From an optimization exercise on the open Yosys and OpenROAD flow, aimed at small area, a short achievable clock period and few clock cycles; shortcuts taken in it are not production practice. At most, simulation tests tie the RTL to the original design; equivalence was not proved.

== job 101 ==
==> flow/design.v (excerpt) <==
module solver (
    input  logic         clk,
    input  logic         resetN,
    input  logic         start_enable,
    input  logic [31:0]  seq1_in,
    input  logic [31:0]  seq2_in,
    input  logic [127:0] above_row_score,
    input  logic [127:0] left_col_score,
    input  logic [3:0]   tile_row,
    input  logic [3:0]   tile_col,
    output logic         solver_done,
    output logic [511:0] arrow_matrix,
    output logic [127:0] last_row_score,
    output logic [127:0] last_col_score,
    output logic [7:0]   max_score,
    output logic [7:0]   max_pos,
    output logic [3:0]   out_tile_row,
    output logic [3:0]   out_tile_col
);
Size: roughly 1200 flip-flops, roughly 1100 I/O pins, roughly 84000 sq um of cells after synthesis.
clock: 22.0 ns
lec_check: 0
cap_margin: 20
core_margin: 2
core_utilization: 40
slew_margin: 20
standard.sh (not shown) runs the stock make flow with config.mk's settings and CLKGATE_MAP_FILE= SYNTH_SCRIPT=/design/flow/synth_recipe.tcl, a recipe that flattens the netlist after the stock synthesis.
==> flow/flow/run.sh <==
#!/bin/bash
# The standard layout (the standard.sh, unchanged synthesis) with two
# changes to how it is optimised:
#  - timing repair after CTS and global routing aims for 16 ns of setup
#    slack at the design's clock period, so it upsizes and buffers the
#    critical paths instead of stopping at 0 ns of slack;
set -o pipefail
export SETUP_SLACK_MARGIN=16
export BUFFER_PORTS_ARGS="-buffer_cell sky130_fd_sc_hd__buf_4"
bash standard.sh finish > standard.log 2>&1
## Diff of input files: job 102 against job 101
--- a/flow/design.v
+++ b/flow/design.v
@@ -142,61 +142,67 @@
         lpos = (|hl[7:2]) | (&hl[1:0]);
         c_du = x[8] | ge8(x[7:0], hu);
         c_dl = x[8] | ge8(x[7:0], hl);
         c_ul = !lpos | ge8(hu, hl);
         diag = dpos & c_du & c_dl;
         if (diag)              sw_cell_x = {2'b01, d};
         else if (!c_ul)        sw_cell_x = {2'b11, l};
         else if (upos)         sw_cell_x = {2'b10, u};
         else                   sw_cell_x = {2'b00, 8'd0};
     endfunction
+    logic [31:0]  s1;                    
     logic [37:0]  cq;                    
     logic [37:0]  cqn;                   
     logic [31:0]  mr;                    
     logic [23:0]  w;                     
     logic [127:0] p1;                    
     logic [127:0] p2;                    
     logic [143:0] xr;                    
     logic [31:0]  mrn;                   
     logic [23:0]  wn;                    
     logic [127:0] p2n;                   
     logic [7:0]   h00;                   
     logic [1:0]   a00;                   
     logic [1:0] nq_hi, nq_lo;
     logic [7:0] na_hi, na_lo;
     always_comb begin
         nq_hi = 2'b00; nq_lo = 2'b00; na_hi = 8'd0; na_lo = 8'd0;
         for (int u = 0; u < 7; u++) begin
-            if (2*u+4 < 16) na_hi = na_hi | ({8{tc == 4'(u)}} & above_row_score[8*(2*u+4) +: 8]);
-            na_lo = na_lo | ({8{tc == 4'(u)}} & above_row_score[8*(2*u+3) +: 8]);
-            if (2*u+6 < 16) nq_hi = nq_hi | ({2{tc == 4'(u)}} & seq2_in[2*(2*u+6) +: 2]);
-            if (2*u+5 < 16) nq_lo = nq_lo | ({2{tc == 4'(u)}} & seq2_in[2*(2*u+5) +: 2]);
+            if (tc == 4'(u)) begin
+                if (2*u+4 < 16) na_hi = above_row_score[8*(2*u+4) +: 8];
+                na_lo = above_row_score[8*(2*u+3) +: 8];
+            end
+            if (tc == 4'(u) && u < 6) begin
+                if (2*u+6 < 16) nq_hi = seq2_in[2*(2*u+6) +: 2];
+                nq_lo = seq2_in[2*(2*u+5) +: 2];
+            end
         end
     end
     always_comb begin
         if (!busy)
             cqn[9:0] = {seq2_in[1:0], seq2_in[3:2], seq2_in[5:4], seq2_in[7:6], seq2_in[9:8]};
         else
             cqn[9:0] = {cq[5:0], nq_lo, nq_hi};
         cqn[37:10] = cq[33:6];
     end
     logic [9:0] r00;
     assign r00 = sw_cell(8'd0, above_row_score[7:0], left_col_score[7:0],
                          seq1_in[1:0] == seq2_in[1:0]);
     always_comb begin
         wn = busy ? {na_hi, na_lo, w[23:16]} : above_row_score[23:0];
         for (int i = 0; i < 16; i++)
             for (int k = 0; k < 2; k++)
-                mrn[2*i+k] = (seq1_in[2*i +: 2] == cqn[2*(i-k+3) +: 2]);
+                mrn[2*i+k] = ((busy ? s1[2*i +: 2] : seq1_in[2*i +: 2]) == cqn[2*(i-k+3) +: 2]);
     end
     always_ff @(posedge clk) begin
         if (!busy) begin
+            s1  <= seq1_in;
             h00 <= r00[7:0];
             a00 <= r00[9:8];
         end
         w  <= wn;
         cq <= cqn;
         mr <= mrn;
         xr[8:0] <= xinc(wn[7:0], mrn[0]);
         for (int i = 1; i < 16; i++)
             xr[9*i +: 9] <= xinc(p2n[8*(i-1) +: 8], mrn[2*i]);
     end
Results
Worst hold slack came out higher on job 102 than on job 101. Starting utilization of the core area: job 102 vs job 101, no meaningful difference. For job 102, the critical path's slowest cell was or4b_4, unlike job 101, where it was a222oi_1. Changes observed in job 102 relative to job 101: setup slack after layout picked up an extra 380 ps, wire length of the first global-routing pass did not really move. Comparing fraction of met1 tracks used by global routing for job 102 and job 101, the bigger number came from job 102. Of job 102 and job 101, the lower sequential share of layout area belongs to job 101. When the final numbers for job 102 and job 101 were put side by side, the worst-case headroom to the max-slew limit turned out to be greater in job 101. Routed length on met2, job 102 vs job 101: down slightly. Relative to job 101, the fmax measured on job 102 has increased by a few percent.
Testbench counts of job 102, summed over its fixed seeds: cycles 12,288.
The RTL of job 101 was laid out without a check of its function.

---

the previous run:
solver, a different RTL version from the one above (not shown whole).
Size: about 1200 flip-flops, roughly 95000 um^2 of cells after synthesis.
clock: 22.0 ns
lec_check: 0
cap_margin: 20
core_margin: 2
core_utilization: 40
slew_margin: 20
synth_hierarchical: 1
Scripts as last shown in full above: flow/flow/run.sh
#### Input delta (the current run over the previous run)
--- a/flow/design.v
+++ b/flow/design.v
@@ -348,23 +348,23 @@
     end
     logic [7:0] m_v, m_p;
     always_comb begin
         logic [7:0] a_v, a_p, b_v, b_p, s_v, s_p;
         logic       a_ok, b_ok, s_ok;
         logic [7:0] t_v [7];
         logic [7:0] t_p [7];
         logic [7:0] u_v [4];
         logic [7:0] u_p [4];
         logic [7:0] x_v, x_p, y_v, y_p, z_v, z_p;
         logic [15:0] c_c;
-        logic q1, q2, q3, ga, gb, gc;
+        logic q1, q2, q3;
         q1 = 1'b0; q2 = 1'b0; q3 = 1'b0;
         for (int c = 0; c < 4; c++)
             c_c[4*c +: 4] = c_b + 4'(c / 2) - c_r[4*c +: 4];
         if (c_ok[1] && (!c_ok[0] || !ge8(c_v[7:0], c_v[15:8])))
              begin a_v = c_v[15:8];  a_p = {c_r[7:4], c_c[7:4]};   end
         else begin a_v = c_v[7:0];   a_p = {c_r[3:0], c_c[3:0]};   end
         a_ok = c_ok[0] | c_ok[1];
         if (c_ok[3] && (!c_ok[2] || !ge8(c_v[23:16], c_v[31:24])))
              begin b_v = c_v[31:24]; b_p = {c_r[15:12], c_c[15:12]}; end
         else begin b_v = c_v[23:16]; b_p = {c_r[11:8], c_c[11:8]};   end
         b_ok = c_ok[2] | c_ok[3];
@@ -385,41 +385,30 @@
         for (int q = 0; q < 3; q++) begin
             if (ge8(t_v[2*q], t_v[2*q+1])) begin u_v[q] = t_v[2*q];   u_p[q] = t_p[2*q];   end
             else                           begin u_v[q] = t_v[2*q+1]; u_p[q] = t_p[2*q+1]; end
         end
         u_v[3] = t_v[6]; u_p[3] = t_p[6];
         if (ge8(u_v[0], u_v[1])) begin x_v = u_v[0]; x_p = u_p[0]; end
         else                     begin x_v = u_v[1]; x_p = u_p[1]; end
         if (ge8(u_v[2], u_v[3])) begin y_v = u_v[2]; y_p = u_p[2]; end
         else                     begin y_v = u_v[3]; y_p = u_p[3]; end
         if (ge8(x_v, y_v)) begin z_v = x_v; z_p = x_p; end
         else               begin z_v = y_v; z_p = y_p; end
-        ga = 1'b1; gb = 1'b1; gc = 1'b1;
-        for (int c = 0; c < 4; c++) begin
-            ga = ga & (!c_ok[c] | ge8(t_v[1], c_v[8*c +: 8]));
-            gb = gb & (!c_ok[c] | ge8(t_v[2], c_v[8*c +: 8]));
-            gc = gc & (!c_ok[c] | ge8(t_v[5], c_v[8*c +: 8]));
-        end
-        for (int j = 0; j < 7; j++) begin
-            if (j != 1) ga = ga & ge8(t_v[1], t_v[j]);
-            if (j != 2) gb = gb & ge8(t_v[2], t_v[j]);
-            if (j != 5) gc = gc & ge8(t_v[5], t_v[j]);
-        end
-        q1 = mr[2*14]   && ga && ge8(t_v[1], max_score) && t_v[1] != 8'd255;    
-        q2 = mr[2*15]   && gb && ge8(t_v[2], max_score) && t_v[2] != 8'd255;    
-        q3 = mr[2*15+1] && gc && ge8(t_v[5], max_score) && t_v[5] != 8'd255;    
         if (tc == 4'd14) begin
             if (!ge8(m_v, z_v)) begin m_v = z_v; m_p = z_p; end
-            if (q1)      begin m_v = t_v[1] + 8'd1; m_p = {4'd14, 4'd15}; end
-            else if (q2) begin m_v = t_v[2] + 8'd1; m_p = {4'd15, 4'd14}; end
-            else if (q3) begin m_v = t_v[5] + 8'd1; m_p = 8'hFF;         end
+            q1 = mr[2*14] && m_v == p2[8*13 +: 8] && m_v != 8'd255;       
+            q2 = mr[2*15] && m_v == p2[8*14 +: 8] && m_v != 8'd255;       
+            q3 = mr[2*15+1] && m_v == p1[8*14 +: 8] && m_v != 8'd255;     
+            if (q1)      begin m_v = p2[8*13 +: 8] + 8'd1; m_p = {4'd14, 4'd15}; end
+            else if (q2) begin m_v = p2[8*14 +: 8] + 8'd1; m_p = {4'd15, 4'd14}; end
+            else if (q3) begin m_v = p1[8*14 +: 8] + 8'd1; m_p = 8'hFF;         end
         end
     end
     always_ff @(posedge clk) begin
         if (busy) begin
             if (tc == 4'd0) begin
                 max_score <= h00;
                 max_pos   <= '0;
             end else begin
                 max_score <= m_v;
                 max_pos   <= m_p;
             end
Results
Run comparison: the previous run worst setup path startpoint above_row_score[0]; the current run worst setup path startpoint c_v[13]. The run showing the greater total nets after synthesis is the previous run. Compared with the previous run, in the current run detailed-route via count lower, proportion of cell area occupied by registers went up by 0.25 points, starting density of the core about even. From the previous run to the current run the numbers moved as follows: layout overhead on the synthesized area grew by 2.1 points; post-route core utilization grew by 0.78 points; compound-gate portion of the synthesized area shrank by 1.2 points. Between the previous run and the current run, the total area of sequential cells does not differ in any meaningful way.
Function was not checked in any run of this note: the RTL went through the layout flow alone.

==> re-timing with driven ports <==
In the flow no input, the clock included, has a driving cell. The finished layouts below were timed again as built, in two steps. Step 1 sets driving cells, clkbuf_16 on the clock port and buf_2 on the other inputs (assumed; they add their load-dependent delay and slew). Step 2 also shifts input and output timing later by t, the mid clock arrival at the registers, as if the neighbouring blocks saw the same clock. Slacks: ideal / step 1 / step 2; pairs: ideal / step 1.
| run | t (ns) | slack for setup (ns) | slew at the worst register clock pin (ns) | worst slew at a driven data input, ns | pins driven straight from the clock port |
|---|---|---|---|---|---|
| job 101 | 0.937 | 14.874 / 14.874 / 14.822 | 0.07 / 0.07 | 0.15 | 1 |
| job 102 | 0.899 | 15.259 / 15.259 / 14.741 | 0.07 / 0.07 | 0.16 | 1 |
| the previous run | 0.924 | 15.937 / 15.877 / 15.056 | 0.07 / 0.07 | 0.18 | 1 |
| the current run | 0.929 | 15.012 / 15.012 / 14.838 | 0.07 / 0.07 | 0.15 | 1 |
After both steps every run listed still meets setup and hold. The setup slack of the previous run, which loses most, moves by -0.060 ns with the drivers and by -0.881 ns with both steps.
